What follows belongs to an exercise in optimizing a design on an open flow for small area, a short achievable clock period and few clock cycles; a production flow would make more cautious choices. Only simulation tests tie the RTL to the original design; equivalence was not proved. The clock port is modelled as an ideal driver; clocking choices that lean on that would not hold on a real chip. No activity file was given, so power comes from the tool's default toggle rates.

// mips
module mips(
    input  logic        clk, reset,
    output logic [31:0] pc,          
    input  logic [31:0] instr,       
    output logic        memwrite,    
    output logic [31:0] dataadr,     
    output logic [31:0] writedata,   
    input  logic [31:0] readdata     
);
==> module mips, before the edit <==
module mips(
    input  logic        clk, reset,
    output logic [31:0] pc,          
    input  logic [31:0] instr,       
    output logic        memwrite,    
    output logic [31:0] dataadr,     
    output logic [31:0] writedata,   
    input  logic [31:0] readdata     
);
    localparam logic [5:0] OP_R = 6'h00, OP_J = 6'h02, OP_BEQ = 6'h04,
                           OP_ADDI = 6'h08, OP_LW = 6'h23, OP_SW = 6'h2B;
    logic        d_valid;
    logic [31:0] d_instr;
    logic        e_wr, e_load, e_store, e_beq;    
    logic [4:0]  e_dest;
    logic [31:0] e_a, e_b;                        
    logic [31:0] e_bi;                            
    logic        e_inv;
    logic        e_fwda, e_fwdb, e_fwdbi;         
    logic        e_fwdb_l;                        
    logic        e_and, e_or, e_slt;
    logic [31:0] e_btarget;
    logic        m_wr, m_load;
    logic [4:0]  m_dest;
    logic [31:0] m_res, m_wd;
    logic [31:0] pc4, pcnext, btarget_d;
    logic        redirect_e, redirect_d, stall_d, jump_f;
    assign pc4    = pc + 32'd4;
    assign jump_f = (instr[31:26] == OP_J);
    logic [31:0] pcnext_e;
    logic        sel_f;
    assign pcnext_e = redirect_e ? e_btarget :
                      redirect_d ? btarget_d :
                      stall_d    ? pc : pc4;
    assign sel_f    = jump_f & !redirect_e & !redirect_d & !stall_d;
    assign pcnext   = sel_f ? {pc4[31:28], instr[25:0], 2'b00} : pcnext_e;
    always_ff @(posedge clk, posedge reset)
        if (reset) pc <= 32'd0;
        else       pc <= {pcnext[31:2], 2'b00};    
    always_ff @(posedge clk, posedge reset)
        if (reset) d_valid <= 1'b0;
        else if (redirect_e | redirect_d) d_valid <= 1'b0;
        else if (!stall_d) d_valid <= !jump_f;
    always_ff @(posedge clk)
        if (!stall_d) d_instr <= instr;
    logic [5:0]  d_op, d_funct;
    logic [4:0]  d_rs, d_rt, d_rd;
    logic [31:0] d_simm;
    logic        d_isr, d_isaddi, d_islw, d_issw, d_isbeq;
    logic        d_alu_rs, d_alu_rt, d_wr, d_inv;
    logic [4:0]  d_dest;
    logic [31:0] rf_a, rf_b, d_a, d_b, d_bi, wb_data;
    assign d_op    = d_instr[31:26];
    assign d_rs    = d_instr[25:21];
    assign d_rt    = d_instr[20:16];
    assign d_rd    = d_instr[15:11];
    assign d_funct = d_instr[5:0];
    assign d_simm  = {{16{d_instr[15]}}, d_instr[15:0]};
    assign d_isr    = (d_op == OP_R);
    assign d_isaddi = (d_op == OP_ADDI);
    assign d_islw   = (d_op == OP_LW);
    assign d_issw   = (d_op == OP_SW);
    assign d_isbeq  = (d_op == OP_BEQ);
    assign d_dest   = d_isr ? d_rd : d_rt;
    assign d_wr     = (d_isr | d_isaddi | d_islw) & (d_dest != 5'd0);
    assign d_alu_rs = d_isr | d_isaddi | d_islw | d_issw | d_isbeq;
    assign d_alu_rt = d_isr | d_isbeq;
    adder d_badd(
        .a(pc),
        .b({d_simm[29:0], 2'b00}),
        .cin(1'b0),
        .y(btarget_d),
        .cout()
    );
    assign redirect_d = d_valid & d_isbeq & (d_rs == d_rt) & !redirect_e;
    assign stall_d = d_valid & e_load &
                     ((d_alu_rs & (d_rs == e_dest)) | (d_alu_rt & (d_rt == e_dest)));
    assign wb_data = m_load ? readdata : m_res;
    regfile rf(
        .clk(clk),
        .we3(m_wr),
        .ra1(d_rs),
        .ra2(d_rt),
        .wa3(m_dest),
        .wd3(wb_data),
        .rd1(rf_a),
        .rd2(rf_b)
    );
    assign d_a = (m_wr & (m_dest == d_rs)) ? wb_data : rf_a;
    assign d_b = (m_wr & (m_dest == d_rt)) ? wb_data : rf_b;
    assign d_inv = d_isr & ((d_funct == 6'h22) | (d_funct == 6'h2A));
    assign d_bi  = (d_isr ? d_b : d_simm) ^ {32{d_inv}};
    logic d_go;
    assign d_go = d_valid & !stall_d & !redirect_e;
    always_ff @(posedge clk, posedge reset)
        if (reset) begin
            e_wr    <= 1'b0;
            e_load  <= 1'b0;
            e_store <= 1'b0;
            e_beq   <= 1'b0;
        end else begin
            e_wr    <= d_go & d_wr;
            e_load  <= d_go & d_islw & (d_dest != 5'd0);
            e_store <= d_go & d_issw;
            e_beq   <= d_go & d_isbeq & (d_rs != d_rt);
        end
    always_ff @(posedge clk) begin
        e_dest    <= d_dest;
        e_a       <= d_a;
        e_b       <= d_b;
        e_bi      <= d_bi;
        e_inv     <= d_inv;
        e_fwda    <= e_wr & !e_load & (e_dest == d_rs);
        e_fwdb    <= e_wr & !e_load & (e_dest == d_rt);
        e_fwdbi   <= e_wr & !e_load & (e_dest == d_rt) & d_isr;
        e_fwdb_l  <= e_load & (e_dest == d_rt);
        e_and     <= d_isr & (d_funct == 6'h24);
        e_or      <= d_isr & (d_funct == 6'h25);
        e_slt     <= d_isr & (d_funct == 6'h2A);
        e_btarget <= btarget_d;
    end
    logic [31:0] a, b, b_full, bx, res;
    assign a      = e_fwda ? m_res : e_a;
    assign b      = e_fwdb ? m_res : e_b;
    assign b_full = e_fwdb_l ? readdata : b;
    assign bx     = e_fwdbi ? (m_res ^ {32{e_inv}}) : e_bi;
    ula alu(
        .a(a),
        .bx(bx),
        .inv(e_inv),
        .op_and(e_and),
        .op_or(e_or),
        .op_slt(e_slt),
        .result(res)
    );
    assign redirect_e = e_beq & (a == b);
    always_ff @(posedge clk, posedge reset)
        if (reset) begin
            memwrite <= 1'b0;
            m_wr     <= 1'b0;
            m_load   <= 1'b0;
        end else begin
            memwrite <= e_store;
            m_wr     <= e_wr;
            m_load   <= e_load;
        end
    always_ff @(posedge clk) begin
        m_dest <= e_dest;
        m_res  <= res;
        m_wd   <= b_full;
    end
    assign dataadr   = m_res;
    assign writedata = m_wd;
endmodule
clock: 11.0 ns
lec_check: 0
cap_margin: 20
core_margin: 2
core_utilization: 38
place_density: 0.42
slew_margin: 20
standard.sh (not shown) runs the stock make flow with config.mk's settings and CLKGATE_MAP_FILE= SYNTH_SCRIPT=/design/flow/synth_recipe.tcl, a recipe that flattens the netlist after the stock synthesis.
==> flow/flow/run.sh <==
#!/bin/bash
# Standard ORFS layout with: a stronger setup repair target (plus a second repair
# pass after CTS), plain port buffers, and a clock tree of larger sink clusters
# without dummy loads.
set -euo pipefail
bash standard.sh \
  SETUP_SLACK_MARGIN=7.5 \
  "BUFFER_PORTS_ARGS=-buffer_cell sky130_fd_sc_hd__buf_2" \
  "CTS_ARGS=-sink_clustering_enable -repair_clock_nets -dont_use_dummy_load -sink_clustering_size 24 -sink_clustering_max_diameter 100 -buf_list sky130_fd_sc_hd__clkbuf_16" \
  "POST_CTS_TCL=$PWD/flow/post_cts.tcl" \
  finish > standard.log 2>&1
==> flow/flow/post_cts.tcl <==
# Extra setup repair after clock tree synthesis: a second repair_timing pass
# that may change cell footprints, then legalise the placement again.
estimate_parasitics -placement
repair_timing -setup -setup_margin 7.5 -repair_tns 100 -verbose
detailed_placement
check_placement -verbose
estimate_parasitics -placement
report_worst_slack
The baseline passed the timing, DRC and antenna checks.
Testbench counts at the start, summed over its fixed seeds: cycles 20,184.
Rerun with:
--- a/flow/design.v
+++ b/flow/design.v
@@ -365,10 +365,11 @@
     logic [31:0] e_bi;                            
     logic        e_inv;
     logic        e_fwda, e_fwdb, e_fwdbi;         
     logic        e_fwdb_l;                        
     logic        e_and, e_or, e_slt;
+    logic        e_addi;                          
     logic [31:0] e_btarget;
     logic        m_wr, m_load;
     logic [4:0]  m_dest;
     logic [31:0] m_res, m_wd;
     logic [31:0] pc4, pcnext, btarget_d;
@@ -418,11 +419,15 @@
         .b({d_simm[29:0], 2'b00}),
         .cin(1'b0),
         .y(btarget_d),
         .cout()
     );
-    assign redirect_d = d_valid & d_isbeq & (d_rs == d_rt) & !redirect_e;
+    logic d_zbeq, e_zero;
+    assign d_zbeq = d_isbeq & e_addi &
+                    (((d_rt == 5'd0) & (d_rs == e_dest)) | ((d_rs == 5'd0) & (d_rt == e_dest)));
+    assign e_zero = ((e_a ^ e_bi) == {(e_a[30:0] | e_bi[30:0]), 1'b0});
+    assign redirect_d = d_valid & d_isbeq & ((d_rs == d_rt) | (d_zbeq & e_zero)) & !redirect_e;
     assign stall_d = d_valid & e_load &
                      ((d_alu_rs & (d_rs == e_dest)) | (d_alu_rt & (d_rt == e_dest)));
     assign wb_data = m_load ? readdata : m_res;
     regfile rf(
         .clk(clk),
@@ -432,12 +437,15 @@
         .wa3(m_dest),
         .wd3(wb_data),
         .rd1(rf_a),
         .rd2(rf_b)
     );
-    assign d_a = (m_wr & (m_dest == d_rs)) ? wb_data : rf_a;
-    assign d_b = (m_wr & (m_dest == d_rt)) ? wb_data : rf_b;
+    logic fwd_ma, fwd_mb;
+    assign fwd_ma = m_wr & (m_dest == d_rs);
+    assign fwd_mb = m_wr & (m_dest == d_rt);
+    assign d_a = (fwd_ma & m_load) ? readdata : (fwd_ma ? m_res : rf_a);
+    assign d_b = (fwd_mb & m_load) ? readdata : (fwd_mb ? m_res : rf_b);
     assign d_inv = d_isr & ((d_funct == 6'h22) | (d_funct == 6'h2A));
     assign d_bi  = (d_isr ? d_b : d_simm) ^ {32{d_inv}};
     logic d_go;
     assign d_go = d_valid & !stall_d & !redirect_e;
     always_ff @(posedge clk, posedge reset)
@@ -448,11 +456,11 @@
             e_beq   <= 1'b0;
         end else begin
             e_wr    <= d_go & d_wr;
             e_load  <= d_go & d_islw & (d_dest != 5'd0);
             e_store <= d_go & d_issw;
-            e_beq   <= d_go & d_isbeq & (d_rs != d_rt);
+            e_beq   <= d_go & d_isbeq & !redirect_d;
         end
     always_ff @(posedge clk) begin
         e_dest    <= d_dest;
         e_a       <= d_a;
         e_b       <= d_b;
@@ -463,10 +471,11 @@
         e_fwdbi   <= e_wr & !e_load & (e_dest == d_rt) & d_isr;
         e_fwdb_l  <= e_load & (e_dest == d_rt);
         e_and     <= d_isr & (d_funct == 6'h24);
         e_or      <= d_isr & (d_funct == 6'h25);
         e_slt     <= d_isr & (d_funct == 6'h2A);
+        e_addi    <= d_go & d_isaddi & (d_dest != 5'd0) & !(e_wr & !e_load & (e_dest == d_rs));
         e_btarget <= btarget_d;
     end
     logic [31:0] a, b, b_full, bx, res;
     assign a      = e_fwda ? m_res : e_a;
     assign b      = e_fwdb ? m_res : e_b;
Result: Power hardly moves; cell area went up by 3.0%; maximum frequency went up by 0.48%; setup slack gets better by 0.017 ns; core utilization went up by 0.22 points; first-iteration DRC count went down by 5.2%; routed wire length went up by 1.9%; final cell count went up by 5.4%; via count went up by 3.8%; global-route usage went down by 0.31 points; sequential share of layout area went down by 1.6 points; clock power stays flat; die area went up by 2.2%.
Testbench counts after the change, summed over its fixed seeds: cycles 19,766.

==> static timing again, ports no longer ideal <==
The flow's constraints put no driver on any port. The routed layouts listed below were extracted and timed again, unchanged, in two steps.
Step 1 (the two cells are an assumption about what drives the block):
set clk [get_ports {clk}]
set_driving_cell -lib_cell sky130_fd_sc_hd__clkbuf_16 $clk
set_driving_cell -lib_cell sky130_fd_sc_hd__buf_2 [delete_from_list [all_inputs] $clk]
Step 2 moves the port delays by t, midway between the first and last clock arrival at a register: inputs arrive t later, outputs are due t later. That takes back most of the time a late clock gives input paths.
Three values: no drivers, after step 1, after step 2; two values: the first two.
run	shift t [ns]	slack for setup (ns)	worst data-port slew with drivers (ns)	pins driven straight from the clock port
the first run	0.767	7.393 / 7.369 / 6.761	0.05	1
the second run	0.766	7.410 / 7.435 / 6.715	0.06	1
After both steps every run listed still meets setup and hold. For the second run, which loses most, drivers alone change the setup slack by +0.025 ns; drivers and shift together by -0.695 ns.
